This design comes from an exercise in tuning for small area and a short achievable clock period on the open sky130 flow, not from production work.
RTL that was checked went through simulation tests only; none was proved equivalent to the original.
No functional check of the RTL was part of run 3.
Power figures rest on the tool's default switching activity, not on a simulated workload.

<file path="design/flow/flow/run.sh">
#!/bin/bash
# The standard layout (standard.sh: ORFS synthesis through finish), with
# the input and output ports buffered by buf_1 cells instead of the default
# delay buffers.  The ORFS logs stay under orfs/logs; make's own output goes
# to standard.log.
set -o pipefail
bash standard.sh finish BUFFER_PORTS_ARGS="-buffer_cell sky130_fd_sc_hd__buf_1" > standard.log 2>&1
</file>
<file path="design/flow/standard.sh">
#!/bin/bash
# synth_recipe.tcl (not shown) runs the flow's synth.tcl, then flattens the netlist and writes it again
# the make line also repeats each setting of config.mk as NAME=value (left out here)
make -C /OpenROAD-flow-scripts/flow DESIGN_CONFIG=/design/flow/config.mk WORK_HOME=/design/flow/orfs CLKGATE_MAP_FILE= SYNTH_SCRIPT=/design/flow/synth_recipe.tcl "${@:-finish}"
</file>
<file path="design/flow/config.mk">
export PLATFORM = sky130hd
export DESIGN_NAME = CL_02
export DESIGN_NICKNAME = CL_02
export VERILOG_FILES = /design/flow/design.v
export SDC_FILE = /design/flow/constraint.sdc
export NUM_CORES = 4
export LEC_CHECK = 0
export CAP_MARGIN = 20
export CORE_MARGIN = 2
export CORE_UTILIZATION = 65
export PLACE_DENSITY = 0.85
export SETUP_SLACK_MARGIN = 4
export SLEW_MARGIN = 20
</file>
<file path="design/flow/constraint.sdc">
create_clock -name core_clock -period 11.0 [get_ports {clk}]
set_input_delay 2.2000 -clock core_clock [delete_from_list [all_inputs] [get_ports {clk}]]
set_output_delay 2.2000 -clock core_clock [all_outputs]
set_load 0.01 [all_outputs]
</file>
<file path="design/flow/design.v">
module RF(clk, rstn, we, wa, wd, ra1, ra2, rd1, rd2);
  input clk, rstn;
  input we;
  input [2:0] wa;
  input [15:0] wd;
  input [2:0] ra1, ra2;
  output [15:0] rd1, rd2;
  reg [15:0] r [0:7];
  reg [7:0] v;
  always @(posedge clk) begin
    if (we)
      r[wa] <= wd;
  end
  always @(posedge clk or negedge rstn) begin
    if (!rstn)
      v <= 8'd0;
    else if (we)
      v[wa] <= 1'b1;
  end
  wire [7:0] s1 = (8'd1 << ra1) & v;
  wire [7:0] s2 = (8'd1 << ra2) & v;
  reg [15:0] o1, o2;
  integer i;
  always @(*) begin
    o1 = 16'd0;
    o2 = 16'd0;
    for (i = 0; i < 8; i = i + 1) begin
      o1 = o1 | (r[i] & {16{s1[i]}});
      o2 = o2 | (r[i] & {16{s2[i]}});
    end
  end
  assign rd1 = o1;
  assign rd2 = o2;
endmodule
module mul16(a, b, x, y);
  input [15:0] a, b;
  output [31:0] x, y;
  wire t1 = a[0] & b[0];
  wire t2 = a[0] & b[1];
  wire t3 = a[0] & b[2];
  wire t4 = a[0] & b[3];
  wire t5 = a[0] & b[4];
  wire t6 = a[0] & b[5];
  wire t7 = a[0] & b[6];
  wire t8 = a[0] & b[7];
  wire t9 = a[0] & b[8];
  wire t10 = a[0] & b[9];
  wire t11 = a[0] & b[10];
  wire t12 = a[0] & b[11];
  wire t13 = a[0] & b[12];
  wire t14 = a[0] & b[13];
  wire t15 = a[0] & b[14];
  wire t16 = a[0] & b[15];
  wire t17 = a[1] & b[0];
  wire t18 = a[1] & b[1];
  wire t19 = a[1] & b[2];
  wire t20 = a[1] & b[3];
  wire t21 = a[1] & b[4];
  wire t22 = a[1] & b[5];
  wire t23 = a[1] & b[6];
  wire t24 = a[1] & b[7];
  wire t25 = a[1] & b[8];
  wire t26 = a[1] & b[9];
  wire t27 = a[1] & b[10];
  wire t28 = a[1] & b[11];
  wire t29 = a[1] & b[12];
  wire t30 = a[1] & b[13];
  wire t31 = a[1] & b[14];
  wire t32 = a[1] & b[15];
  wire t33 = a[2] & b[0];
  wire t34 = a[2] & b[1];
  wire t35 = a[2] & b[2];
  wire t36 = a[2] & b[3];
  wire t37 = a[2] & b[4];
  wire t38 = a[2] & b[5];
  wire t39 = a[2] & b[6];
  wire t40 = a[2] & b[7];
  wire t41 = a[2] & b[8];
  wire t42 = a[2] & b[9];
  wire t43 = a[2] & b[10];
  wire t44 = a[2] & b[11];
  wire t45 = a[2] & b[12];
  wire t46 = a[2] & b[13];
  wire t47 = a[2] & b[14];
  wire t48 = a[2] & b[15];
  wire t49 = a[3] & b[0];
  wire t50 = a[3] & b[1];
  wire t51 = a[3] & b[2];
  wire t52 = a[3] & b[3];
  wire t53 = a[3] & b[4];
  wire t54 = a[3] & b[5];
  wire t55 = a[3] & b[6];
  wire t56 = a[3] & b[7];
  wire t57 = a[3] & b[8];
  wire t58 = a[3] & b[9];
  wire t59 = a[3] & b[10];
  wire t60 = a[3] & b[11];
  wire t61 = a[3] & b[12];
  wire t62 = a[3] & b[13];
  wire t63 = a[3] & b[14];
  wire t64 = a[3] & b[15];
  wire t65 = a[4] & b[0];
  wire t66 = a[4] & b[1];
  wire t67 = a[4] & b[2];
  wire t68 = a[4] & b[3];
  wire t69 = a[4] & b[4];
  wire t70 = a[4] & b[5];
  wire t71 = a[4] & b[6];
  wire t72 = a[4] & b[7];
  wire t73 = a[4] & b[8];
  wire t74 = a[4] & b[9];
  wire t75 = a[4] & b[10];
  wire t76 = a[4] & b[11];
  wire t77 = a[4] & b[12];
  wire t78 = a[4] & b[13];
  wire t79 = a[4] & b[14];
  wire t80 = a[4] & b[15];
  wire t81 = a[5] & b[0];
  wire t82 = a[5] & b[1];
  wire t83 = a[5] & b[2];
  wire t84 = a[5] & b[3];
  wire t85 = a[5] & b[4];
  wire t86 = a[5] & b[5];
  wire t87 = a[5] & b[6];
  wire t88 = a[5] & b[7];
  wire t89 = a[5] & b[8];
  wire t90 = a[5] & b[9];
  wire t91 = a[5] & b[10];
  wire t92 = a[5] & b[11];
  wire t93 = a[5] & b[12];
  wire t94 = a[5] & b[13];
  wire t95 = a[5] & b[14];
  wire t96 = a[5] & b[15];
  wire t97 = a[6] & b[0];
  wire t98 = a[6] & b[1];
  wire t99 = a[6] & b[2];
  wire t100 = a[6] & b[3];
  wire t101 = a[6] & b[4];
  wire t102 = a[6] & b[5];
  wire t103 = a[6] & b[6];
  wire t104 = a[6] & b[7];
  wire t105 = a[6] & b[8];
  wire t106 = a[6] & b[9];
  wire t107 = a[6] & b[10];
  wire t108 = a[6] & b[11];
  wire t109 = a[6] & b[12];
  wire t110 = a[6] & b[13];
  wire t111 = a[6] & b[14];
  wire t112 = a[6] & b[15];
  wire t113 = a[7] & b[0];
  wire t114 = a[7] & b[1];
  wire t115 = a[7] & b[2];
  wire t116 = a[7] & b[3];
  wire t117 = a[7] & b[4];
  wire t118 = a[7] & b[5];
  wire t119 = a[7] & b[6];
  wire t120 = a[7] & b[7];
  wire t121 = a[7] & b[8];
  wire t122 = a[7] & b[9];
  wire t123 = a[7] & b[10];
  wire t124 = a[7] & b[11];
  wire t125 = a[7] & b[12];
  wire t126 = a[7] & b[13];
  wire t127 = a[7] & b[14];
  wire t128 = a[7] & b[15];
  wire t129 = a[8] & b[0];
  wire t130 = a[8] & b[1];
  wire t131 = a[8] & b[2];
  wire t132 = a[8] & b[3];
  wire t133 = a[8] & b[4];
  wire t134 = a[8] & b[5];
  wire t135 = a[8] & b[6];
  wire t136 = a[8] & b[7];
  wire t137 = a[8] & b[8];
  wire t138 = a[8] & b[9];
  wire t139 = a[8] & b[10];
  wire t140 = a[8] & b[11];
  wire t141 = a[8] & b[12];
  wire t142 = a[8] & b[13];
  wire t143 = a[8] & b[14];
  wire t144 = a[8] & b[15];
  wire t145 = a[9] & b[0];
  wire t146 = a[9] & b[1];
  wire t147 = a[9] & b[2];
  wire t148 = a[9] & b[3];
  wire t149 = a[9] & b[4];
  wire t150 = a[9] & b[5];
  wire t151 = a[9] & b[6];
  wire t152 = a[9] & b[7];
  wire t153 = a[9] & b[8];
  wire t154 = a[9] & b[9];
  wire t155 = a[9] & b[10];
  wire t156 = a[9] & b[11];
  wire t157 = a[9] & b[12];
  wire t158 = a[9] & b[13];
  wire t159 = a[9] & b[14];
  wire t160 = a[9] & b[15];
  wire t161 = a[10] & b[0];
  wire t162 = a[10] & b[1];
  wire t163 = a[10] & b[2];
  wire t164 = a[10] & b[3];
  wire t165 = a[10] & b[4];
  wire t166 = a[10] & b[5];
  wire t167 = a[10] & b[6];
  wire t168 = a[10] & b[7];
  wire t169 = a[10] & b[8];
  wire t170 = a[10] & b[9];
  wire t171 = a[10] & b[10];
  wire t172 = a[10] & b[11];
  wire t173 = a[10] & b[12];
  wire t174 = a[10] & b[13];
  wire t175 = a[10] & b[14];
  wire t176 = a[10] & b[15];
  wire t177 = a[11] & b[0];
  wire t178 = a[11] & b[1];
  wire t179 = a[11] & b[2];
  wire t180 = a[11] & b[3];
  wire t181 = a[11] & b[4];
  wire t182 = a[11] & b[5];
  wire t183 = a[11] & b[6];
  wire t184 = a[11] & b[7];
  wire t185 = a[11] & b[8];
  wire t186 = a[11] & b[9];
  wire t187 = a[11] & b[10];
  wire t188 = a[11] & b[11];
  wire t189 = a[11] & b[12];
  wire t190 = a[11] & b[13];
  wire t191 = a[11] & b[14];
  wire t192 = a[11] & b[15];
  wire t193 = a[12] & b[0];
  wire t194 = a[12] & b[1];
  wire t195 = a[12] & b[2];
  wire t196 = a[12] & b[3];
  wire t197 = a[12] & b[4];
  wire t198 = a[12] & b[5];
  wire t199 = a[12] & b[6];
  wire t200 = a[12] & b[7];
  wire t201 = a[12] & b[8];
  wire t202 = a[12] & b[9];
  wire t203 = a[12] & b[10];
  wire t204 = a[12] & b[11];
  wire t205 = a[12] & b[12];
  wire t206 = a[12] & b[13];
  wire t207 = a[12] & b[14];
  wire t208 = a[12] & b[15];
  wire t209 = a[13] & b[0];
  wire t210 = a[13] & b[1];
  wire t211 = a[13] & b[2];
  wire t212 = a[13] & b[3];
  wire t213 = a[13] & b[4];
  wire t214 = a[13] & b[5];
  wire t215 = a[13] & b[6];
  wire t216 = a[13] & b[7];
  wire t217 = a[13] & b[8];
  wire t218 = a[13] & b[9];
  wire t219 = a[13] & b[10];
  wire t220 = a[13] & b[11];
  wire t221 = a[13] & b[12];
  wire t222 = a[13] & b[13];
  wire t223 = a[13] & b[14];
  wire t224 = a[13] & b[15];
  wire t225 = a[14] & b[0];
  wire t226 = a[14] & b[1];
  wire t227 = a[14] & b[2];
  wire t228 = a[14] & b[3];
  wire t229 = a[14] & b[4];
  wire t230 = a[14] & b[5];
  wire t231 = a[14] & b[6];
  wire t232 = a[14] & b[7];
  wire t233 = a[14] & b[8];
  wire t234 = a[14] & b[9];
  wire t235 = a[14] & b[10];
  wire t236 = a[14] & b[11];
  wire t237 = a[14] & b[12];
  wire t238 = a[14] & b[13];
  wire t239 = a[14] & b[14];
  wire t240 = a[14] & b[15];
  wire t241 = a[15] & b[0];
  wire t242 = a[15] & b[1];
  wire t243 = a[15] & b[2];
  wire t244 = a[15] & b[3];
  wire t245 = a[15] & b[4];
  wire t246 = a[15] & b[5];
  wire t247 = a[15] & b[6];
  wire t248 = a[15] & b[7];
  wire t249 = a[15] & b[8];
  wire t250 = a[15] & b[9];
  wire t251 = a[15] & b[10];
  wire t252 = a[15] & b[11];
  wire t253 = a[15] & b[12];
  wire t254 = a[15] & b[13];
  wire t255 = a[15] & b[14];
  wire t256 = a[15] & b[15];
  wire t257 = t14 ^ t29;
  wire t258 = t14 & t29;
  wire t259 = t15 ^ t30 ^ t45;
  wire t260 = ((t15 ^ t30) ? t45 : t15);
  wire t261 = t60 ^ t75;
  wire t262 = t60 & t75;
  wire t263 = t16 ^ t31 ^ t46;
  wire t264 = ((t16 ^ t31) ? t46 : t16);
  wire t265 = t61 ^ t76 ^ t91;
  wire t266 = ((t61 ^ t76) ? t91 : t61);
  wire t267 = t106 ^ t121;
  wire t268 = t106 & t121;
  wire t269 = t32 ^ t47 ^ t62;
  wire t270 = (t32 & t47) | (t32 & t62) | (t47 & t62);
  wire t271 = t77 ^ t92 ^ t107;
  wire t272 = (t77 & t92) | (t77 & t107) | (t92 & t107);
  wire t273 = t122 ^ t137;
  wire t274 = t122 & t137;
  wire t275 = t48 ^ t63 ^ t78;
  wire t276 = (t48 & t63) | (t48 & t78) | (t63 & t78);
  wire t277 = t93 ^ t108 ^ t123;
  wire t278 = (t93 & t108) | (t93 & t123) | (t108 & t123);
  wire t279 = t64 ^ t79 ^ t94;
  wire t280 = (t64 & t79) | (t64 & t94) | (t79 & t94);
  wire t281 = t10 ^ t25;
  wire t282 = t10 & t25;
  wire t283 = t11 ^ t26 ^ t41;
  wire t284 = ((t11 ^ t26) ? t41 : t11);
  wire t285 = t56 ^ t71;
  wire t286 = t56 & t71;
  wire t287 = t12 ^ t27 ^ t42;
  wire t288 = ((t12 ^ t27) ? t42 : t12);
  wire t289 = t57 ^ t72 ^ t87;
  wire t290 = ((t57 ^ t72) ? t87 : t57);
  wire t291 = t102 ^ t117;
  wire t292 = t102 & t117;
  wire t293 = t13 ^ t28 ^ t43;
  wire t294 = ((t13 ^ t28) ? t43 : t13);
  wire t295 = t58 ^ t73 ^ t88;
  wire t296 = ((t58 ^ t73) ? t88 : t58);
  wire t297 = t103 ^ t118 ^ t133;
  wire t298 = ((t103 ^ t118) ? t133 : t103);
  wire t299 = t148 ^ t163;
  wire t300 = t148 & t163;
  wire t301 = t257 ^ t44 ^ t59;
  wire t302 = ((t257 ^ t44) ? t59 : t257);
  wire t303 = t74 ^ t89 ^ t104;
  wire t304 = ((t74 ^ t89) ? t104 : t74);
  wire t305 = t119 ^ t134 ^ t149;
  wire t306 = ((t119 ^ t134) ? t149 : t119);
  wire t307 = t164 ^ t179 ^ t194;
  wire t308 = ((t164 ^ t179) ? t194 : t164);
  wire t309 = t258 ^ t259 ^ t261;
  wire t310 = ((t258 ^ t259) ? t261 : t258);
  wire t311 = t90 ^ t105 ^ t120;
  wire t312 = ((t90 ^ t105) ? t120 : t90);
  wire t313 = t135 ^ t150 ^ t165;
  wire t314 = ((t135 ^ t150) ? t165 : t135);
  wire t315 = t180 ^ t195 ^ t210;
  wire t316 = ((t180 ^ t195) ? t210 : t180);
  wire t317 = t260 ^ t262 ^ t263;
  wire t318 = ((t260 ^ t262) ? t263 : t260);
  wire t319 = t265 ^ t267 ^ t136;
  wire t320 = ((t265 ^ t267) ? t136 : t265);
  wire t321 = t151 ^ t166 ^ t181;
  wire t322 = ((t151 ^ t166) ? t181 : t151);
  wire t323 = t196 ^ t211 ^ t226;
  wire t324 = ((t196 ^ t211) ? t226 : t196);
  wire t325 = t264 ^ t266 ^ t268;
  wire t326 = (t264 & t266) | (t264 & t268) | (t266 & t268);
  wire t327 = t269 ^ t271 ^ t273;
  wire t328 = (t269 & t271) | (t269 & t273) | (t271 & t273);
  wire t329 = t152 ^ t167 ^ t182;
  wire t330 = (t152 & t167) | (t152 & t182) | (t167 & t182);
  wire t331 = t197 ^ t212 ^ t227;
  wire t332 = (t197 & t212) | (t197 & t227) | (t212 & t227);
  wire t333 = t270 ^ t272 ^ t274;
  wire t334 = (t270 & t272) | (t270 & t274) | (t272 & t274);
  wire t335 = t275 ^ t277 ^ t138;
  wire t336 = (t275 & t277) | (t275 & t138) | (t277 & t138);
  wire t337 = t153 ^ t168 ^ t183;
  wire t338 = (t153 & t168) | (t153 & t183) | (t168 & t183);
  wire t339 = t198 ^ t213 ^ t228;
  wire t340 = (t198 & t213) | (t198 & t228) | (t213 & t228);
  wire t341 = t276 ^ t278 ^ t279;
  wire t342 = (t276 & t278) | (t276 & t279) | (t278 & t279);
  wire t343 = t109 ^ t124 ^ t139;
  wire t344 = (t109 & t124) | (t109 & t139) | (t124 & t139);
  wire t345 = t154 ^ t169 ^ t184;
  wire t346 = (t154 & t169) | (t154 & t184) | (t169 & t184);
  wire t347 = t199 ^ t214 ^ t229;
  wire t348 = (t199 & t214) | (t199 & t229) | (t214 & t229);
  wire t349 = t280 ^ t80 ^ t95;
  wire t350 = (t280 & t80) | (t280 & t95) | (t80 & t95);
  wire t351 = t110 ^ t125 ^ t140;
  wire t352 = (t110 & t125) | (t110 & t140) | (t125 & t140);
  wire t353 = t155 ^ t170 ^ t185;
  wire t354 = (t155 & t170) | (t155 & t185) | (t170 & t185);
  wire t355 = t200 ^ t215 ^ t230;
  wire t356 = (t200 & t215) | (t200 & t230) | (t215 & t230);
  wire t357 = t96 ^ t111 ^ t126;
  wire t358 = (t96 & t111) | (t96 & t126) | (t111 & t126);
  wire t359 = t141 ^ t156 ^ t171;
  wire t360 = (t141 & t156) | (t141 & t171) | (t156 & t171);
  wire t361 = t186 ^ t201 ^ t216;
  wire t362 = (t186 & t201) | (t186 & t216) | (t201 & t216);
  wire t363 = t112 ^ t127 ^ t142;
  wire t364 = (t112 & t127) | (t112 & t142) | (t127 & t142);
  wire t365 = t157 ^ t172 ^ t187;
  wire t366 = (t157 & t172) | (t157 & t187) | (t172 & t187);
  wire t367 = t128 ^ t143 ^ t158;
  wire t368 = (t128 & t143) | (t128 & t158) | (t143 & t158);
  wire t369 = t7 ^ t22;
  wire t370 = t7 & t22;
  wire t371 = t8 ^ t23 ^ t38;
  wire t372 = ((t8 ^ t23) ? t38 : t8);
  wire t373 = t53 ^ t68;
  wire t374 = t53 & t68;
  wire t375 = t9 ^ t24 ^ t39;
  wire t376 = ((t9 ^ t24) ? t39 : t9);
  wire t377 = t54 ^ t69 ^ t84;
  wire t378 = ((t54 ^ t69) ? t84 : t54);
  wire t379 = t99 ^ t114;
  wire t380 = t99 & t114;
  wire t381 = t281 ^ t40 ^ t55;
  wire t382 = ((t281 ^ t40) ? t55 : t281);
  wire t383 = t70 ^ t85 ^ t100;
  wire t384 = ((t70 ^ t85) ? t100 : t70);
  wire t385 = t115 ^ t130 ^ t145;
  wire t386 = ((t115 ^ t130) ? t145 : t115);
  wire t387 = t282 ^ t283 ^ t285;
  wire t388 = ((t282 ^ t283) ? t285 : t282);
  wire t389 = t86 ^ t101 ^ t116;
  wire t390 = ((t86 ^ t101) ? t116 : t86);
  wire t391 = t131 ^ t146 ^ t161;
  wire t392 = ((t131 ^ t146) ? t161 : t131);
  wire t393 = t284 ^ t286 ^ t287;
  wire t394 = ((t284 ^ t286) ? t287 : t284);
  wire t395 = t289 ^ t291 ^ t132;
  wire t396 = ((t289 ^ t291) ? t132 : t289);
  wire t397 = t147 ^ t162 ^ t177;
  wire t398 = ((t147 ^ t162) ? t177 : t147);
  wire t399 = t288 ^ t290 ^ t292;
  wire t400 = ((t288 ^ t290) ? t292 : t288);
  wire t401 = t293 ^ t295 ^ t297;
  wire t402 = ((t293 ^ t295) ? t297 : t293);
  wire t403 = t299 ^ t178 ^ t193;
  wire t404 = ((t299 ^ t178) ? t193 : t299);
  wire t405 = t294 ^ t296 ^ t298;
  wire t406 = ((t294 ^ t296) ? t298 : t294);
  wire t407 = t300 ^ t301 ^ t303;
  wire t408 = ((t300 ^ t301) ? t303 : t300);
  wire t409 = t305 ^ t307 ^ t209;
  wire t410 = ((t305 ^ t307) ? t209 : t305);
  wire t411 = t302 ^ t304 ^ t306;
  wire t412 = ((t302 ^ t304) ? t306 : t302);
  wire t413 = t308 ^ t309 ^ t311;
  wire t414 = ((t308 ^ t309) ? t311 : t308);
  wire t415 = t313 ^ t315 ^ t225;
  wire t416 = ((t313 ^ t315) ? t225 : t313);
  wire t417 = t310 ^ t312 ^ t314;
  wire t418 = ((t310 ^ t312) ? t314 : t310);
  wire t419 = t316 ^ t317 ^ t319;
  wire t420 = ((t316 ^ t317) ? t319 : t316);
  wire t421 = t321 ^ t323 ^ t241;
  wire t422 = ((t321 ^ t323) ? t241 : t321);
  wire t423 = t318 ^ t320 ^ t322;
  wire t424 = (t318 & t320) | (t318 & t322) | (t320 & t322);
  wire t425 = t324 ^ t325 ^ t327;
  wire t426 = (t324 & t325) | (t324 & t327) | (t325 & t327);
  wire t427 = t329 ^ t331 ^ t242;
  wire t428 = (t329 & t331) | (t329 & t242) | (t331 & t242);
  wire t429 = t326 ^ t328 ^ t330;
  wire t430 = (t326 & t328) | (t326 & t330) | (t328 & t330);
  wire t431 = t332 ^ t333 ^ t335;
  wire t432 = (t332 & t333) | (t332 & t335) | (t333 & t335);
  wire t433 = t337 ^ t339 ^ t243;
  wire t434 = (t337 & t339) | (t337 & t243) | (t339 & t243);
  wire t435 = t334 ^ t336 ^ t338;
  wire t436 = (t334 & t336) | (t334 & t338) | (t336 & t338);
  wire t437 = t340 ^ t341 ^ t343;
  wire t438 = (t340 & t341) | (t340 & t343) | (t341 & t343);
  wire t439 = t345 ^ t347 ^ t244;
  wire t440 = (t345 & t347) | (t345 & t244) | (t347 & t244);
  wire t441 = t342 ^ t344 ^ t346;
  wire t442 = (t342 & t344) | (t342 & t346) | (t344 & t346);
  wire t443 = t348 ^ t349 ^ t351;
  wire t444 = (t348 & t349) | (t348 & t351) | (t349 & t351);
  wire t445 = t353 ^ t355 ^ t245;
  wire t446 = (t353 & t355) | (t353 & t245) | (t355 & t245);
  wire t447 = t350 ^ t352 ^ t354;
  wire t448 = (t350 & t352) | (t350 & t354) | (t352 & t354);
  wire t449 = t356 ^ t357 ^ t359;
  wire t450 = (t356 & t357) | (t356 & t359) | (t357 & t359);
  wire t451 = t361 ^ t231 ^ t246;
  wire t452 = (t361 & t231) | (t361 & t246) | (t231 & t246);
  wire t453 = t358 ^ t360 ^ t362;
  wire t454 = (t358 & t360) | (t358 & t362) | (t360 & t362);
  wire t455 = t363 ^ t365 ^ t202;
  wire t456 = (t363 & t365) | (t363 & t202) | (t365 & t202);
  wire t457 = t217 ^ t232 ^ t247;
  wire t458 = (t217 & t232) | (t217 & t247) | (t232 & t247);
  wire t459 = t364 ^ t366 ^ t367;
  wire t460 = (t364 & t366) | (t364 & t367) | (t366 & t367);
  wire t461 = t173 ^ t188 ^ t203;
  wire t462 = (t173 & t188) | (t173 & t203) | (t188 & t203);
  wire t463 = t218 ^ t233 ^ t248;
  wire t464 = (t218 & t233) | (t218 & t248) | (t233 & t248);
  wire t465 = t368 ^ t144 ^ t159;
  wire t466 = (t368 & t144) | (t368 & t159) | (t144 & t159);
  wire t467 = t174 ^ t189 ^ t204;
  wire t468 = (t174 & t189) | (t174 & t204) | (t189 & t204);
  wire t469 = t219 ^ t234 ^ t249;
  wire t470 = (t219 & t234) | (t219 & t249) | (t234 & t249);
  wire t471 = t160 ^ t175 ^ t190;
  wire t472 = (t160 & t175) | (t160 & t190) | (t175 & t190);
  wire t473 = t205 ^ t220 ^ t235;
  wire t474 = (t205 & t220) | (t205 & t235) | (t220 & t235);
  wire t475 = t176 ^ t191 ^ t206;
  wire t476 = (t176 & t191) | (t176 & t206) | (t191 & t206);
  wire t477 = t5 ^ t20;
  wire t478 = t5 & t20;
  wire t479 = t6 ^ t21 ^ t36;
  wire t480 = ((t6 ^ t21) ? t36 : t6);
  wire t481 = t51 ^ t66;
  wire t482 = t51 & t66;
  wire t483 = t369 ^ t37 ^ t52;
  wire t484 = ((t369 ^ t37) ? t52 : t369);
  wire t485 = t67 ^ t82 ^ t97;
  wire t486 = ((t67 ^ t82) ? t97 : t67);
  wire t487 = t370 ^ t371 ^ t373;
  wire t488 = ((t370 ^ t371) ? t373 : t370);
  wire t489 = t83 ^ t98 ^ t113;
  wire t490 = ((t83 ^ t98) ? t113 : t83);
  wire t491 = t372 ^ t374 ^ t375;
  wire t492 = ((t372 ^ t374) ? t375 : t372);
  wire t493 = t377 ^ t379 ^ t129;
  wire t494 = ((t377 ^ t379) ? t129 : t377);
  wire t495 = t376 ^ t378 ^ t380;
  wire t496 = ((t376 ^ t378) ? t380 : t376);
  wire t497 = t381 ^ t383 ^ t385;
  wire t498 = ((t381 ^ t383) ? t385 : t381);
  wire t499 = t382 ^ t384 ^ t386;
  wire t500 = ((t382 ^ t384) ? t386 : t382);
  wire t501 = t387 ^ t389 ^ t391;
  wire t502 = ((t387 ^ t389) ? t391 : t387);
  wire t503 = t388 ^ t390 ^ t392;
  wire t504 = ((t388 ^ t390) ? t392 : t388);
  wire t505 = t393 ^ t395 ^ t397;
  wire t506 = ((t393 ^ t395) ? t397 : t393);
  wire t507 = t394 ^ t396 ^ t398;
  wire t508 = ((t394 ^ t396) ? t398 : t394);
  wire t509 = t399 ^ t401 ^ t403;
  wire t510 = ((t399 ^ t401) ? t403 : t399);
  wire t511 = t400 ^ t402 ^ t404;
  wire t512 = ((t400 ^ t402) ? t404 : t400);
  wire t513 = t405 ^ t407 ^ t409;
  wire t514 = ((t405 ^ t407) ? t409 : t405);
  wire t515 = t406 ^ t408 ^ t410;
  wire t516 = ((t406 ^ t408) ? t410 : t406);
  wire t517 = t411 ^ t413 ^ t415;
  wire t518 = ((t411 ^ t413) ? t415 : t411);
  wire t519 = t412 ^ t414 ^ t416;
  wire t520 = ((t412 ^ t414) ? t416 : t412);
  wire t521 = t417 ^ t419 ^ t421;
  wire t522 = ((t417 ^ t419) ? t421 : t417);
  wire t523 = t418 ^ t420 ^ t422;
  wire t524 = (t418 & t420) | (t418 & t422) | (t420 & t422);
  wire t525 = t423 ^ t425 ^ t427;
  wire t526 = (t423 & t425) | (t423 & t427) | (t425 & t427);
  wire t527 = t424 ^ t426 ^ t428;
  wire t528 = (t424 & t426) | (t424 & t428) | (t426 & t428);
  wire t529 = t429 ^ t431 ^ t433;
  wire t530 = (t429 & t431) | (t429 & t433) | (t431 & t433);
  wire t531 = t430 ^ t432 ^ t434;
  wire t532 = (t430 & t432) | (t430 & t434) | (t432 & t434);
  wire t533 = t435 ^ t437 ^ t439;
  wire t534 = (t435 & t437) | (t435 & t439) | (t437 & t439);
  wire t535 = t436 ^ t438 ^ t440;
  wire t536 = (t436 & t438) | (t436 & t440) | (t438 & t440);
  wire t537 = t441 ^ t443 ^ t445;
  wire t538 = (t441 & t443) | (t441 & t445) | (t443 & t445);
  wire t539 = t442 ^ t444 ^ t446;
  wire t540 = (t442 & t444) | (t442 & t446) | (t444 & t446);
  wire t541 = t447 ^ t449 ^ t451;
  wire t542 = (t447 & t449) | (t447 & t451) | (t449 & t451);
  wire t543 = t448 ^ t450 ^ t452;
  wire t544 = (t448 & t450) | (t448 & t452) | (t450 & t452);
  wire t545 = t453 ^ t455 ^ t457;
  wire t546 = (t453 & t455) | (t453 & t457) | (t455 & t457);
  wire t547 = t454 ^ t456 ^ t458;
  wire t548 = (t454 & t456) | (t454 & t458) | (t456 & t458);
  wire t549 = t459 ^ t461 ^ t463;
  wire t550 = (t459 & t461) | (t459 & t463) | (t461 & t463);
  wire t551 = t460 ^ t462 ^ t464;
  wire t552 = (t460 & t462) | (t460 & t464) | (t462 & t464);
  wire t553 = t465 ^ t467 ^ t469;
  wire t554 = (t465 & t467) | (t465 & t469) | (t467 & t469);
  wire t555 = t466 ^ t468 ^ t470;
  wire t556 = (t466 & t468) | (t466 & t470) | (t468 & t470);
  wire t557 = t471 ^ t473 ^ t250;
  wire t558 = (t471 & t473) | (t471 & t250) | (t473 & t250);
  wire t559 = t472 ^ t474 ^ t475;
  wire t560 = (t472 & t474) | (t472 & t475) | (t474 & t475);
  wire t561 = t221 ^ t236 ^ t251;
  wire t562 = (t221 & t236) | (t221 & t251) | (t236 & t251);
  wire t563 = t476 ^ t192 ^ t207;
  wire t564 = (t476 & t192) | (t476 & t207) | (t192 & t207);
  wire t565 = t222 ^ t237 ^ t252;
  wire t566 = (t222 & t237) | (t222 & t252) | (t237 & t252);
  wire t567 = t208 ^ t223 ^ t238;
  wire t568 = (t208 & t223) | (t208 & t238) | (t223 & t238);
  wire t569 = t4 ^ t19;
  wire t570 = t4 & t19;
  wire t571 = t477 ^ t35 ^ t50;
  wire t572 = ((t477 ^ t35) ? t50 : t477);
  wire t573 = t478 ^ t479 ^ t481;
  wire t574 = ((t478 ^ t479) ? t481 : t478);
  wire t575 = t480 ^ t482 ^ t483;
  wire t576 = ((t480 ^ t482) ? t483 : t480);
  wire t577 = t484 ^ t486 ^ t487;
  wire t578 = ((t484 ^ t486) ? t487 : t484);
  wire t579 = t488 ^ t490 ^ t491;
  wire t580 = ((t488 ^ t490) ? t491 : t488);
  wire t581 = t492 ^ t494 ^ t495;
  wire t582 = ((t492 ^ t494) ? t495 : t492);
  wire t583 = t496 ^ t498 ^ t499;
  wire t584 = ((t496 ^ t498) ? t499 : t496);
  wire t585 = t500 ^ t502 ^ t503;
  wire t586 = ((t500 ^ t502) ? t503 : t500);
  wire t587 = t504 ^ t506 ^ t507;
  wire t588 = ((t504 ^ t506) ? t507 : t504);
  wire t589 = t508 ^ t510 ^ t511;
  wire t590 = ((t508 ^ t510) ? t511 : t508);
  wire t591 = t512 ^ t514 ^ t515;
  wire t592 = ((t512 ^ t514) ? t515 : t512);
  wire t593 = t516 ^ t518 ^ t519;
  wire t594 = ((t516 ^ t518) ? t519 : t516);
  wire t595 = t520 ^ t522 ^ t523;
  wire t596 = (t520 & t522) | (t520 & t523) | (t522 & t523);
  wire t597 = t524 ^ t526 ^ t527;
  wire t598 = (t524 & t526) | (t524 & t527) | (t526 & t527);
  wire t599 = t528 ^ t530 ^ t531;
  wire t600 = (t528 & t530) | (t528 & t531) | (t530 & t531);
  wire t601 = t532 ^ t534 ^ t535;
  wire t602 = (t532 & t534) | (t532 & t535) | (t534 & t535);
  wire t603 = t536 ^ t538 ^ t539;
  wire t604 = (t536 & t538) | (t536 & t539) | (t538 & t539);
  wire t605 = t540 ^ t542 ^ t543;
  wire t606 = (t540 & t542) | (t540 & t543) | (t542 & t543);
  wire t607 = t544 ^ t546 ^ t547;
  wire t608 = (t544 & t546) | (t544 & t547) | (t546 & t547);
  wire t609 = t548 ^ t550 ^ t551;
  wire t610 = (t548 & t550) | (t548 & t551) | (t550 & t551);
  wire t611 = t552 ^ t554 ^ t555;
  wire t612 = (t552 & t554) | (t552 & t555) | (t554 & t555);
  wire t613 = t556 ^ t558 ^ t559;
  wire t614 = (t556 & t558) | (t556 & t559) | (t558 & t559);
  wire t615 = t560 ^ t562 ^ t563;
  wire t616 = (t560 & t562) | (t560 & t563) | (t562 & t563);
  wire t617 = t564 ^ t566 ^ t567;
  wire t618 = (t564 & t566) | (t564 & t567) | (t566 & t567);
  wire t619 = t568 ^ t224 ^ t239;
  wire t620 = (t568 & t224) | (t568 & t239) | (t224 & t239);
  wire t621 = t3 ^ t18;
  wire t622 = t3 & t18;
  wire t623 = t569 ^ t34 ^ t49;
  wire t624 = ((t569 ^ t34) ? t49 : t569);
  wire t625 = t570 ^ t571 ^ t65;
  wire t626 = ((t570 ^ t571) ? t65 : t570);
  wire t627 = t572 ^ t573 ^ t81;
  wire t628 = ((t572 ^ t573) ? t81 : t572);
  wire t629 = t574 ^ t575 ^ t485;
  wire t630 = ((t574 ^ t575) ? t485 : t574);
  wire t631 = t576 ^ t577 ^ t489;
  wire t632 = ((t576 ^ t577) ? t489 : t576);
  wire t633 = t578 ^ t579 ^ t493;
  wire t634 = ((t578 ^ t579) ? t493 : t578);
  wire t635 = t580 ^ t581 ^ t497;
  wire t636 = ((t580 ^ t581) ? t497 : t580);
  wire t637 = t582 ^ t583 ^ t501;
  wire t638 = ((t582 ^ t583) ? t501 : t582);
  wire t639 = t584 ^ t585 ^ t505;
  wire t640 = ((t584 ^ t585) ? t505 : t584);
  wire t641 = t586 ^ t587 ^ t509;
  wire t642 = ((t586 ^ t587) ? t509 : t586);
  wire t643 = t588 ^ t589 ^ t513;
  wire t644 = ((t588 ^ t589) ? t513 : t588);
  wire t645 = t590 ^ t591 ^ t517;
  wire t646 = ((t590 ^ t591) ? t517 : t590);
  wire t647 = t592 ^ t593 ^ t521;
  wire t648 = ((t592 ^ t593) ? t521 : t592);
  wire t649 = t594 ^ t595 ^ t525;
  wire t650 = (t594 & t595) | (t594 & t525) | (t595 & t525);
  wire t651 = t596 ^ t597 ^ t529;
  wire t652 = (t596 & t597) | (t596 & t529) | (t597 & t529);
  wire t653 = t598 ^ t599 ^ t533;
  wire t654 = (t598 & t599) | (t598 & t533) | (t599 & t533);
  wire t655 = t600 ^ t601 ^ t537;
  wire t656 = (t600 & t601) | (t600 & t537) | (t601 & t537);
  wire t657 = t602 ^ t603 ^ t541;
  wire t658 = (t602 & t603) | (t602 & t541) | (t603 & t541);
  wire t659 = t604 ^ t605 ^ t545;
  wire t660 = (t604 & t605) | (t604 & t545) | (t605 & t545);
  wire t661 = t606 ^ t607 ^ t549;
  wire t662 = (t606 & t607) | (t606 & t549) | (t607 & t549);
  wire t663 = t608 ^ t609 ^ t553;
  wire t664 = (t608 & t609) | (t608 & t553) | (t609 & t553);
  wire t665 = t610 ^ t611 ^ t557;
  wire t666 = (t610 & t611) | (t610 & t557) | (t611 & t557);
  wire t667 = t612 ^ t613 ^ t561;
  wire t668 = (t612 & t613) | (t612 & t561) | (t613 & t561);
  wire t669 = t614 ^ t615 ^ t565;
  wire t670 = (t614 & t615) | (t614 & t565) | (t615 & t565);
  wire t671 = t616 ^ t617 ^ t253;
  wire t672 = (t616 & t617) | (t616 & t253) | (t617 & t253);
  wire t673 = t618 ^ t619 ^ t254;
  wire t674 = (t618 & t619) | (t618 & t254) | (t619 & t254);
  wire t675 = t620 ^ t240 ^ t255;
  wire t676 = (t620 & t240) | (t620 & t255) | (t240 & t255);
  assign x = {1'b0, t676, t674, t672, t670, t668, t666, t664, t662, t660, t658, t656, t654, t652, t650, t648, t646, t644, t642, t640, t638, t636, t634, t632, t630, t628, t626, t624, t622, t621, t2, t1};
  assign y = {1'b0, t256, t675, t673, t671, t669, t667, t665, t663, t661, t659, t657, t655, t653, t651, t649, t647, t645, t643, t641, t639, t637, t635, t633, t631, t629, t627, t625, t623, t33, t17, 1'b0};
endmodule
module CL_02(clk, rstn, imem_addr, imem_data, dmem_addr, dmem_wdata, dmem_we, dmem_re, dmem_rdata, wb_en, wb_rd, wb_data);
  input clk, rstn;
  input [15:0] imem_data;
  input [15:0] dmem_rdata;
  output [7:0] imem_addr;
  output [15:0] dmem_addr, dmem_wdata;
  output dmem_we, dmem_re;
  output wb_en;
  output [2:0] wb_rd;
  output [15:0] wb_data;
  reg [7:0]  pc;
  reg [15:0] ir;
  reg [15:0] opa, opb;
  reg [15:0] lo, hi;
  reg        hl_v;
  reg        use_mul;    
  reg        use_imm;    
  wire [3:0] op = ir[3:0];
  wire [2:0] rd = ir[6:4];
  wire [5:0] imm = ir[15:10];
  wire [2:0] sh = ir[15:13];
  wire is_lw   = (op == 4'b0111);
  wire is_sw   = (op == 4'b1000);
  wire is_b    = (op == 4'b1001);
  wire is_mul  = (op == 4'b1010);
  wire [15:0] addb = use_imm ? {10'd0, imm} : opb;
  wire [31:0] mx, my;
  mul16 u_mul(.a(opa), .b(opb), .x(mx), .y(my));
  wire [15:0] ca = use_mul ? mx[15:0] : opa;
  wire [15:0] cb = use_mul ? my[15:0] : addb;
  wire [16:0] cs = ca + cb;
  wire [15:0] sum = cs[15:0];
  wire [16:0] ph = {mx[31:16], 1'b1} + {my[31:16], cs[16]};
  wire [15:0] prod_hi = ph[16:1];
  reg [15:0] res;
  always @(*) begin
    case (op)
      4'b0010: res = opa >> sh;
      4'b0011: res = opa | opb;
      4'b0100: res = opa & opb;
      4'b0110: res = {10'd0, imm};
      4'b0111: res = dmem_rdata;
      4'b1011: res = lo & {16{hl_v}};
      4'b1100: res = hi & {16{hl_v}};
      default: res = sum;
    endcase
  end
  assign wb_en      = !(is_sw || is_b);
  assign wb_rd      = rd;
  assign wb_data    = res;
  assign dmem_addr  = sum;
  assign dmem_wdata = opb;
  assign dmem_we    = is_sw;
  assign dmem_re    = is_lw;
  assign imem_addr  = pc;
  wire n_sw = (imem_data[3:0] == 4'b1000);
  wire [2:0] ra1 = imem_data[9:7];
  wire [2:0] ra2 = n_sw ? imem_data[6:4] : imem_data[12:10];
  wire [15:0] rf_d1, rf_d2;
  RF u_rf(.clk(clk), .rstn(rstn), .we(wb_en), .wa(rd), .wd(res),
          .ra1(ra1), .ra2(ra2), .rd1(rf_d1), .rd2(rf_d2));
  wire fwd1 = wb_en && (rd == ra1);
  wire fwd2 = wb_en && (rd == ra2);
  wire [15:0] a_next = fwd1 ? res : rf_d1;
  wire n_sll = (imem_data[3:0] == 4'b0001);
  wire [15:0] b_next = n_sll ? (16'd1 << imem_data[15:13]) : fwd2 ? res : rf_d2;
  wire [3:0] nop = imem_data[3:0];
  always @(posedge clk or negedge rstn) begin
    if (!rstn) begin
      use_mul    <= 1'b0;
      use_imm    <= 1'b0;
      pc         <= 8'd0;
      ir[3:0]    <= 4'b0110;
      ir[6:4]    <= 3'd0;
      ir[15:10]  <= 6'd0;
    end else begin
      use_mul    <= (nop == 4'b1010) || (nop == 4'b0001);
      use_imm    <= (nop == 4'b0101) || (nop == 4'b0111) || (nop == 4'b1000);
      pc         <= is_b ? ir[11:4] : pc + 8'd1;
      ir[3:0]    <= imem_data[3:0];
      ir[6:4]    <= imem_data[6:4];
      ir[15:10]  <= imem_data[15:10];
    end
  end
  always @(posedge clk) begin
    ir[9:7] <= imem_data[9:7];
    opa     <= a_next;
    opb     <= b_next;
  end
  always @(posedge clk) begin
    if (is_mul) begin
      lo <= sum;
      hi <= prod_hi;
    end
  end
  always @(posedge clk or negedge rstn) begin
    if (!rstn)
      hl_v <= 1'b0;
    else if (is_mul)
      hl_v <= 1'b1;
  end
endmodule
</file>
==> impl_metrics.yaml, run 1 <==
timing:
  slew_headroom: 0.175
  fin_ws_ns: 4.05
  fmax_mhz: 144
  worst_pin_slew_ns: 1.23
  setup_violations: 0
  rsz0062_at_grt: "yes"
  slew_violations: 0
  fin_worst_skew_ns: 0.0191
  holdWs_ns: 0.421
  finalCritPeriodShare: 0.632
  fin_crit_ns: 6.95
  hold_viol: 0
  tns_ns: 0
placed_design:
  port_buffers: 95
  dpl.hpwl_um: 41400
  place_congestion: 0.941
  place_ws_ns: 3.48
pwr:
  p_switching_mw: 3.44
  ir_drop_v: 0.000213
  p_sw_frac: 0.472
  comb_power_share: 0.684
  internal-power_mw: 3.85
  seqPwrFrac: 0.191
  power.leakage_nw: 8.49
  pwr-share-clk: 0.124
  powerDensity_nw_per_um2: 335
finish:
  diodes: 0
  drive_gt1_frac: 0.135
  register_area_um2: 6360
  fin_util: 0.752
  fill_cells: 1946
  synthToLayoutAreaGrowth_pct: 13.3
  multi_input_area_um2: 12200
  fin_nets: 2203
worst_hold_path:
  hold-path-cell-count: 2
  hp-class: "register to register"
  hp-start: "ir[9]"
  hold_path_end: "pc[5]"
synth:
  syn_area_um2: 19200
  synth.distinct_cells: 83
  synthArstFlopShare: 0.141
  synth_top_area_frac: 0.250
  netlist_top_cells_area: "edfxtp_1 25%, fa_1 11%, xnor2_1 6.0%"
  synth_flop_cell: "edfxtp_1"
  synth_edf_count: 160
  syn_inst: 1945
  synth_fp_nets: 2135
  synth_seq_cells: 227
  synth_warnings: 2
  yosysSeqAreaShare: 0.328
  yosysTopAreaCell: "edfxtp_1"
  syn-mean-instance-area_um2: 9.87
cts:
  hold_buffers: 0
  cts_root_buf: "clkbuf_16"
  clk_latency_ns: 0.53
  h-tree-depth: 1
  clkTransAtPathRegs_ns: 0.08
  cts_num_sinks: 227
  cts_buffers: 25
  cts_tree: "yes"
  clockBufferDepth: 3
setup_path:
  cp-start-kind: "register"
  crit_required_ns: 8.80
  reg2regPathDepth: 23
  arrival_ns: 4.75
  critPathSlowestCell: "dfxtp_2"
  path_cells: "buf_12 > and2_1 > ha_4 > xnor2_2 > xnor2_2 > maj3_2 > xor2_2 > xnor2_2 > xnor2_1 > xnor2_1 > nand2_1 > o21ai_1 > ha_2 > or3_1 > o21ai_2 > a31o_4 > o21ai_2 > a211o_4 > inv_2 > buf_6"
  cp_common_cell: "xnor2_2"
  crit_type: "register to output pin"
  r2r_start: "opa[3]"
  cp_max_fo: 14
  rrSetupSlack_ns: 4.28
  r2r_end: "hi[14]"
  end_kind: "output pin"
  critPathMaxStageDelay_ns: 0.39
detailed_routing:
  met3_length_um: 7950
  vias: 16498
  ant_nets: 0
  detail_route.wl_per_cell_um: 26.7
  drt_first_pass_iters: 8
  dr.max_layer_used: "met4"
  drt-initial-drc-count: 2100
  m1WireLength_um: 22200
  routed-wl-met2_um: 29800
  drc: 0
  vias_per_cell: 6.83
  drt_wl_total_um: 64400
floorplanning:
  rows: 62
  die_y_um: 176
  die_width_um: 176
  dieArea_um2: 30900
  start_util: 0.664
  core_area_um2: 28900
  io_pins: 96
grt:
  grt_pass1_vias: 16553
  overflow: 0
  grt_max_degree: 51
  antenna_found_initial: 0
  grtUsageTotal: 0.404
  grt_pass1_wl_um: 94500
job:
  maxCapViolCount: 0
status:
  status: "timing/DRC/antenna clean"
## repair_timing
action / in CTS / in global routing
cloned: 3 / 3
pin swaps: 12 / 11
gates resized for setup: 62 / 83
setup buffers: 13 / 10
endpoints found under the setup margin: 21 / 18
## layout make-up
| type | count | area share |
|---|---|---|
| multi-input combinational | 1440 | 0.561 |
| sequential | 227 | 0.292 |
| timing repair buffer | 178 | 0.0601 |
| clock buffer | 30 | 0.0301 |
| inverter | 141 | 0.0243 |
| tap | 384 | 0.0221 |
| clock inverter | 15 | 0.00989 |
## logic make-up after synthesis
| kind of cell | after synthesis | synth area share |
|---|---|---|
| XOR/XNOR | 201 | 0.110 |
| AO/OA/AOI/OAI | 414 | 0.150 |
| AND/OR/NAND/NOR | 541 | 0.138 |
| multiplexers | 67 | 0.0403 |
| adder cells (fa/ha/maj) | 217 | 0.176 |
| flip-flops | 227 | 0.328 |
| buffers and inverters | 278 | 0.0584 |
## placed cells by master (no fill, tap or decap), drive strengths merged, types with 6 or more instances in the layout
master	instances
a22oi	53
a31oi	22
edfxtp	160
nand2b	13
xnor3	11
ha	50
a222oi	7
o21ai	75
a21oi	78
a22o	40
a211oi	6
nand2	237
maj3	61
nand4	14
mux4	6
or3	7
nor3	17
mux2	16
dfrtp	30
clkbuf	35
nor4b	6
xor2	42
a221oi	45
inv	143
dfxtp	35
and3	7
xor3	8
a21o	26
xnor2	140
nor2b	7
clkinv	7
buf	170
nand3	20
fa	106
o21a	15
mux2i	45
nor2	90
a21boi	8
and2	97
## worst max-delay path by stage
stage,from,to,slack (ns)
detailed placement,opb[6],wb_data[14],3.48
global route,opb[8],wb_data[12],3.91
floorplan,opb[3],wb_data[14],4.23
global placement,opb[6],wb_data[14],3.53
finish,opa[3],wb_data[15],4.05
CTS,opa[0],wb_data[15],3.97
## power groups by stage
stage	registers [mW]	logic [mW]	clock network [mW]
2_1_floorplan	1.35	3.22	0
3_3_place_gp	1.39	4.29	0
3_5_place_dp	1.40	4.46	0
4_1_cts	1.39	4.65	0.905
5_1_grt	1.40	5.37	0.939
6_report	1.40	4.99	0.907
## flip-flops by register name, indices dropped and copies added, names as in the netlist
name / flops
u_rf.r: 128
hi: 16
ir: 16
lo: 16
opa: 16
opb: 16
pc: 8
u_rf.v: 8
hl_v: 1
use_imm: 1
use_mul: 1
## metal layers
layer / vias to the layer above / GRT usage
li1: 6957 / -
met1: 7933 / 0.504
met2: 1259 / 0.667
met3: 349 / 0.0788
met4: 0 / 0.221
met5: - / 0
## critical path: cells and delay by family (launching register included)
family	cells	cell delay, ns
compound gates	5	0.83
xor+xnor	6	1.15
fa+ha+maj	3	0.90
buf+inv	3	0.36
flops	1	0.39
simple gates	3	0.60
## per-stage QoR
stage | power (mW) | area (µm²) | instances
global placement | 5.68 | 19900 | 2341
detailed placement | 5.86 | 19900 | 2341
CTS | 6.94 | 21200 | 2402
finish | 7.30 | 21800 | 2415
global route | 7.71 | 21800 | 2415
floorplan | 4.57 | 19200 | 1945
## cells in the mapped netlist, types with 8 or more instances
cell type	number
o21ai_0	45
a31oi_1	22
a221oi_1	44
clkbuf_1	98
xor2_1	41
xor3_1	8
mux2i_1	43
nor3_1	15
o21ai_1	28
a22o_1	40
dfrtp_1	30
nand3_1	20
nand4_1	14
inv_1	141
nor2_1	90
nand2_1	236
a22oi_1	53
ha_1	50
buf_2	26
nand2b_1	13
maj3_2	11
edfxtp_1	160
a21oi_1	78
o21a_1	15
xnor2_1	131
fa_1	106
mux2_2	16
dfxtp_1	35
and2_1	96
xnor3_1	10
maj3_1	50
a21o_1	26
xnor2_2	9
==> run 2: changes to the inputs <==
--- a/design/flow/config.mk
+++ b/design/flow/config.mk
@@ -7,7 +7,9 @@
 export LEC_CHECK = 0
 export CAP_MARGIN = 20
 export CORE_MARGIN = 2
-export CORE_UTILIZATION = 65
-export PLACE_DENSITY = 0.85
+export CORE_UTILIZATION = 55
+export CTS_CLUSTER_DIAMETER = 100
+export CTS_CLUSTER_SIZE = 22
+export PLACE_DENSITY = 0.75
 export SETUP_SLACK_MARGIN = 4
 export SLEW_MARGIN = 20
==> impl_metrics.yaml, run 2 <==
finish:
  largest_register: "u_rf.r"
  register_area_um2: 6370
  synthToLayoutAreaGrowth_pct: 10.7
  fin_nets: 2190
  diodes: 0
  multi_input_area_um2: 12200
  drive_gt1_frac: 0.123
  largest_reg_flops: 128
  fin_area_um2: 21300
  fill_cells: 2768
  layout_common_cells: "236 x nand2_1, 160 x edfxtp_1, 139 x inv_1"
  final_common_cell: "nand2_1"
timing:
  slew_headroom: 0.238
  setup_violations: 0
  fmax_mhz: 143
  slew_violations: 0
  tns_ns: 0
  hold_viol: 0
  finalCritPeriodShare: 0.636
  fin_worst_skew_ns: 0.0387
  rsz0062_at_grt: "yes"
  worst_pin_slew_ns: 1.14
  fin_crit_ns: 7.00
floorplanning:
  start_util: 0.557
  rows: 68
  core_area_um2: 34500
  die_y_um: 191
  dieArea_um2: 36400
  die_width_um: 191
  io_pins: 96
synth:
  yosysTopAreaCell: "edfxtp_1"
  synth_edf_count: 160
  synth_xor_area_frac: 0.110
  synth_most_common_cell: "nand2_1"
  synth.distinct_cells: 83
  syn-mean-instance-area_um2: 9.87
  synth_top_family_by_area: "adder cells"
  syn_inst: 1945
  muxShareOfSynthArea: 0.0403
  synth-compound-area-share: 0.150
  syn_area_um2: 19200
  synth_common_cells: "236 x nand2_1, 160 x edfxtp_1, 141 x inv_1"
  yosysSeqAreaShare: 0.328
  netlist_top_cells_area: "edfxtp_1 25%, fa_1 11%, xnor2_1 6.0%"
  synthAdderAreaFrac: 0.176
  synthArstFlopShare: 0.141
  synth_seq_cells: 227
  synth_warnings: 2
  yosys.area_share.simple: 0.138
  synth_flop_cell: "edfxtp_1"
  synth_fp_nets: 2135
  synth_top_area_frac: 0.250
status:
  status: "timing/DRC/antenna clean"
setup_path:
  end_kind: "output pin"
  crit_required_ns: 8.80
  arrival_ns: 4.80
  cp-start-kind: "register"
  crit_type: "register to output pin"
  cp_max_fo: 12
detailed_routing:
  vias: 16175
  drt_wl_total_um: 61900
  vias_per_cell: 6.57
  drt-initial-drc-count: 2165
  drt_first_pass_iters: 6
  drc: 0
  ant_nets: 0
  detail_route.wl_per_cell_um: 25.1
cts:
  cts_num_sinks: 227
  clk_latency_ns: 0.51
  hold_buffers: 0
  clkTransAtPathRegs_ns: 0.09
  cts_root_buf: "clkbuf_16"
  clockBufferDepth: 3
  h-tree-depth: 1
  cts_tree: "yes"
  cts_buffers: 14
placed_design:
  place_congestion: 0.944
  port_buffers: 95
  dpl.hpwl_um: 40700
  placed_cell_area_um2: 20000
grt:
  grt_pass1_wl_um: 90700
  grt_pass1_vias: 15691
  overflow: 0
  grtUsageTotal: 0.328
  antenna_found_initial: 0
  grt_max_degree: 51
pwr:
  power.leakage_nw: 8.22
  ir_drop_v: 0.000802
  powerDensity_nw_per_um2: 323
job:
  maxCapViolCount: 0
worst_hold_path:
  hp-class: "register to register"
-- run 2: layer usage --
metal | share of wire | global-route usage | up-vias | routed length, µm
li1 | - | - | 6935 | -
met4 | 0.056 | 0.166 | 0 | 3450
met3 | 0.11 | 0.0455 | 274 | 6700
met2 | 0.47 | 0.551 | 1084 | 29300
met1 | 0.36 | 0.414 | 7882 | 22500
met5 | 0 | 0 | - | 0
-- run 2: critical path: stages, from the launching register on --
cell,delay (ns)
dfxtp_4,0.41
buf_12,0.15
nand2_1,0.09
xor2_1,0.27
xnor2_2,0.15
maj3_2,0.36
xnor2_2,0.15
xnor2_1,0.19
maj3_1,0.39
mux2_2,0.30
ha_4,0.32
nand3_1,0.11
or3_1,0.32
a31o_2,0.30
o211a_1,0.24
a211o_4,0.35
inv_2,0.08
buf_2,0.14
-- run 2: final timing paths --
check / depth (start not counted) / end / slack (ns) / startpoint
hold / removal: 2 / pc[5] / 0.43 / ir[9]
hold reg to reg: 2 / pc[5] / 0.43 / ir[9]
setup / recovery: 17 / wb_data[15] / 4.00 / opb[6]
min in group asynchronous: 1 / u_rf.v[2] / 1.79 / rstn
max in group asynchronous: 1 / use_imm / 8.64 / rstn
setup reg to reg: 23 / hi[14] / 4.31 / opa[2]
-- run 2: timing repair --
| action | 4_1_cts | 5_1_grt |
|---|---|---|
| setup buffers | 11 | 16 |
| endpoints found under the setup margin | 21 | 15 |
| resized for setup | 57 | 72 |
| pin swaps | 5 | 9 |
| gates cloned | 0 | 4 |
-- run 2: area by class of cell --
class / instances / area share
well taps: 455 / 0.0268
repair buffers: 176 / 0.0560
clock buffers: 22 / 0.0189
flip-flops and latches: 227 / 0.300
inverters: 141 / 0.0251
multi-input cells: 1440 / 0.573
clock inverters: 2 / 0.000942
-- run 2: kinds of logic (layout without fill, tap and decap cells) --
logic type                 count (synthesis)  after routing
xor gates and xnor gates                 201            201
DFF                                      227            227
adders and majority gates                217            217
muxes                                     67             67
and+or+nand+nor                          541            541
AOI/OAI and AO/OA                        414            414
buffers and inverters                    278            341
-- run 2: power by group --
group / switching, mW / internal, mW / leakage [nW]
Sequential: 0.130 / 1.27 / 2.13
Combinational: 2.92 / 1.98 / 5.89
Clock: 0.289 / 0.258 / 0.203
-- run 2: per-stage QoR --
step	total power [mW]	instances	worst slack, ns	hold slack (ns)	util
6_report	6.85	2463	4.00	0.429	0.617
3_5_place_dp	5.84	2408	3.27	0.415	0.580
5_1_grt	7.25	2463	3.87	0.456	0.617
3_3_place_gp	5.78	2408	3.40	0.413	0.580
2_1_floorplan	4.57	1945	4.23	0.406	-
4_1_cts	6.56	2443	3.97	0.430	0.601
==> run 3: changes to the inputs <==
--- a/design/flow/design.v
+++ b/design/flow/design.v
@@ -729,8 +729,6 @@
   reg [15:0] opa, opb;
   reg [15:0] lo, hi;
   reg        hl_v;
-  reg        use_mul;    
-  reg        use_imm;    
   wire [3:0] op = ir[3:0];
   wire [2:0] rd = ir[6:4];
   wire [5:0] imm = ir[15:10];
@@ -739,6 +737,9 @@
   wire is_sw   = (op == 4'b1000);
   wire is_b    = (op == 4'b1001);
   wire is_mul  = (op == 4'b1010);
+  wire use_imm = (op == 4'b0101) || is_lw || is_sw;
+  wire is_slr  = (op == 4'b0010);
+  wire use_mul = is_mul || (op == 4'b0001) || is_slr;
   wire [15:0] addb = use_imm ? {10'd0, imm} : opb;
   wire [31:0] mx, my;
   mul16 u_mul(.a(opa), .b(opb), .x(mx), .y(my));
@@ -748,10 +749,15 @@
   wire [15:0] sum = cs[15:0];
   wire [16:0] ph = {mx[31:16], 1'b1} + {my[31:16], cs[16]};
   wire [15:0] prod_hi = ph[16:1];
+  function [15:0] rev16;
+    input [15:0] v;
+    integer k;
+    for (k = 0; k < 16; k = k + 1) rev16[k] = v[15 - k];
+  endfunction
   reg [15:0] res;
   always @(*) begin
     case (op)
-      4'b0010: res = opa >> sh;
+      4'b0010: res = rev16(sum);    
       4'b0011: res = opa | opb;
       4'b0100: res = opa & opb;
       4'b0110: res = {10'd0, imm};
@@ -777,21 +783,18 @@
           .ra1(ra1), .ra2(ra2), .rd1(rf_d1), .rd2(rf_d2));
   wire fwd1 = wb_en && (rd == ra1);
   wire fwd2 = wb_en && (rd == ra2);
-  wire [15:0] a_next = fwd1 ? res : rf_d1;
-  wire n_sll = (imem_data[3:0] == 4'b0001);
+  wire [15:0] a_val  = fwd1 ? res : rf_d1;
+  wire n_slr = (imem_data[3:0] == 4'b0010);
+  wire [15:0] a_next = n_slr ? rev16(a_val) : a_val;
+  wire n_sll = (imem_data[3:0] == 4'b0001) || (imem_data[3:0] == 4'b0010);
   wire [15:0] b_next = n_sll ? (16'd1 << imem_data[15:13]) : fwd2 ? res : rf_d2;
-  wire [3:0] nop = imem_data[3:0];
   always @(posedge clk or negedge rstn) begin
     if (!rstn) begin
-      use_mul    <= 1'b0;
-      use_imm    <= 1'b0;
       pc         <= 8'd0;
       ir[3:0]    <= 4'b0110;
       ir[6:4]    <= 3'd0;
       ir[15:10]  <= 6'd0;
     end else begin
-      use_mul    <= (nop == 4'b1010) || (nop == 4'b0001);
-      use_imm    <= (nop == 4'b0101) || (nop == 4'b0111) || (nop == 4'b1000);
       pc         <= is_b ? ir[11:4] : pc + 8'd1;
       ir[3:0]    <= imem_data[3:0];
       ir[6:4]    <= imem_data[6:4];
==> impl_metrics.yaml, run 3 <==
finish:
  drive_gt1_frac: 0.189
  fill_cells: 2552
  largest_register: "u_rf.r"
  layout_common_cells: "229 x nand2_1, 160 x edfxtp_1, 134 x inv_1"
  diodes: 0
  final_common_cell: "nand2_1"
  fin_util: 0.652
  fin_nets: 2228
  largest_reg_flops: 128
  synthToLayoutAreaGrowth_pct: 17.1
cts:
  cts_root_buf: "clkbuf_16"
  clk_latency_ns: 0.51
  clockBufferDepth: 3
  cts_buffers: 14
  cts_num_sinks: 225
  cts_tree: "yes"
  h-tree-depth: 1
  clkTransAtPathRegs_ns: 0.10
detailed_routing:
  vias_per_cell: 6.55
  drt_wl_total_um: 63400
  detail_route.wl_per_cell_um: 25.4
  drt_first_pass_iters: 8
  ant_nets: 0
  drc: 0
  drt-initial-drc-count: 2034
  vias: 16346
pwr:
  ir_drop_v: 0.000637
  powerDensity_nw_per_um2: 350
  power.leakage_nw: 8.36
  internal-power_mw: 3.88
  pwr-share-clk: 0.072
  p_switching_mw: 3.74
  comb_power_share: 0.740
  p_sw_frac: 0.491
  seqPwrFrac: 0.188
synth:
  yosysTopAreaCell: "edfxtp_1"
  syn_area_um2: 18600
  yosysSeqAreaShare: 0.336
  synth_most_common_cell: "nand2_1"
  synth_seq_cells: 225
  synth_flop_cell: "edfxtp_1"
  synth_common_cells: "233 x nand2_1, 160 x edfxtp_1, 142 x inv_1"
  syn-mean-instance-area_um2: 9.71
  synth_warnings: 2
  synth_top_area_frac: 0.258
  synthArstFlopShare: 0.133
  syn_inst: 1917
  synth_edf_count: 160
  synth_fp_nets: 2107
  synth.distinct_cells: 82
  netlist_top_cells_area: "edfxtp_1 26%, fa_1 11%, xnor2_1 6.2%"
grt:
  grt_pass1_vias: 15765
  overflow: 0
  grt_pass1_wl_um: 92400
  antenna_found_initial: 1
  grt_max_degree: 53
  grtUsageTotal: 0.343
status:
  status: "timing/DRC/antenna clean"
timing:
  rsz0062_at_grt: "yes"
  setup_violations: 0
  slew_violations: 0
  fin_worst_skew_ns: 0.0501
  slew_headroom: 0.320
  hold_viol: 0
  tns_ns: 0
  worst_pin_slew_ns: 1.02
  fmax_mhz: 142
  finalCritPeriodShare: 0.641
  fin_crit_ns: 7.05
floorplanning:
  start_util: 0.556
  dieArea_um2: 35300
  io_pins: 96
  rows: 67
  core_area_um2: 33400
  die_width_um: 188
  die_y_um: 188
setup_path:
  end_kind: "output pin"
  arrival_ns: 4.85
  crit_type: "register to output pin"
  rrSetupSlack_ns: 4.15
  cp_max_fo: 7
  cp-start-kind: "register"
  crit_required_ns: 8.80
placed_design:
  port_buffers: 95
  place_congestion: 0.958
  dpl.hpwl_um: 40900
worst_hold_path:
  hp-class: "register to register"
job:
  maxCapViolCount: 0
==> run 3: changes by cell type in the layout (fill, tap and decap cells not counted), sizes merged, moves of 8 or more <==
cell,previous run,this run
o21ai,75,91
a22o,40,27
a22oi,53,86
a31oi,22,6
mux2i,45,31
a21oi,78,69
buf,170,230
xor2,42,62
a221oi,45,27
nand4,14,24
nand3,20,28
==> run 3: power groups by stage <==
stage	combinational, mW	clock, mW	sequential, mW
3_3_place_gp	4.37	0	1.47
4_1_cts	5.00	0.551	1.44
5_1_grt	6.10	0.578	1.44
3_5_place_dp	4.46	0	1.47
2_1_floorplan	3.27	0	1.36
6_report	5.64	0.548	1.43
==> run 3: path summary, 6_finish.rpt <==
kind	from	to	cells after the start
hold reg to reg	ir[8]	pc[4]	2
max in group asynchronous	rstn	ir[3]	1
hold / removal	ir[8]	pc[4]	2
min in group asynchronous	rstn	u_rf.v[6]	1
setup / recovery	opb[10]	wb_data[15]	20
setup reg to reg	opb[13]	hi[15]	24
==> run 3: critical path: stages (launching register included) <==
cell,delay [ns]
dfxtp_1,0.38
buf_12,0.16
inv_1,0.11
nor2_2,0.25
ha_1,0.33
xor2_2,0.18
xnor2_2,0.16
maj3_2,0.35
xnor2_2,0.23
xnor2_1,0.17
xor2_1,0.16
buf_4,0.17
xnor2_4,0.14
o21ai_2,0.11
ha_4,0.33
nor3b_2,0.06
a31oi_1,0.13
o21ai_1,0.11
or3_4,0.42
o21a_4,0.25
buf_6,0.13
==> run 3: repair_timing <==
item,CTS,global route
setup endpoints to repair,26,20
pin swaps,29,66
buffers inserted,39,58
resized for setup,137,128
gates cloned,1,3
hold buffers,0,0
==> run 3: kinds of logic (layout without fill, tap and decap cells) <==
kind of cell,after synthesis,in the layout,synth area share
xor gates and xnor gates,209,209,0.108
and+or+nand+nor,532,532,0.137
muxes,41,41,0.0227
buffers and inverters,275,404,0.0586
AOI/OAI and AO/OA,415,415,0.154
adders and majority gates,220,220,0.183
DFF,225,225,0.336
==> run 3: area by class of cell <==
class | count | area [µm²] | area share
clock buffer | 23 | 415 | 0.0191
sequential | 225 | 6340 | 0.291
tap | 448 | 561 | 0.0257
multi-input combinational | 1417 | 12200 | 0.561
inverter | 144 | 556 | 0.0255
clock inverter | 1 | 16.3 | 0.000746
timing repair buffer | 236 | 1680 | 0.0769
==> run 3: through the flow <==
stage	instance area, µm²	hold WS (ns)	setup WS (ns)	std cells	power, mW
after detailed placement	19400	0.441	3.17	2369	5.94
after global routing	21800	0.494	3.86	2494	8.11
after global placement	19400	0.417	3.32	2369	5.84
after floorplan	18600	0.410	4.05	1917	4.63
final	21800	0.464	3.95	2494	7.62
after CTS	20700	0.470	3.96	2433	7.00
==> run 3: layer usage <==
metal / vias to the layer above / GRT usage / share of wire
li1: 6938 / - / -
met1: 7943 / 0.431 / 0.36
met2: 1155 / 0.575 / 0.47
met3: 310 / 0.0430 / 0.099
met4: 0 / 0.190 / 0.072
met5: - / 0 / 0

[what the ideal ports hide]
In the flow no input, the clock included, has a driving cell. The finished layouts below were timed again as built, in two steps. Step 1: set_driving_cell puts a clkbuf_16 on clk and a buf_2 on each other input, an assumption about the parent block. Step 2, shift: input delay + t, output delay - t, t = (earliest + latest rising clock arrival at the registers) / 2. This alone moves slack from input paths to output paths. Three values: ideal ports, drivers, drivers and shift; two values: the first two.
run	shift t [ns]	setup slack, ns	worst setup path at the end	pins driven straight from the clock port
run 1	0.575	4.048 / 3.999 / 4.279	register to register	1
run 2	0.540	4.004 / 3.956 / 4.308	register to register	1
run 3	0.534	3.951 / 3.901 / 4.153	register to register	1
After both steps every run listed still meets setup and hold.
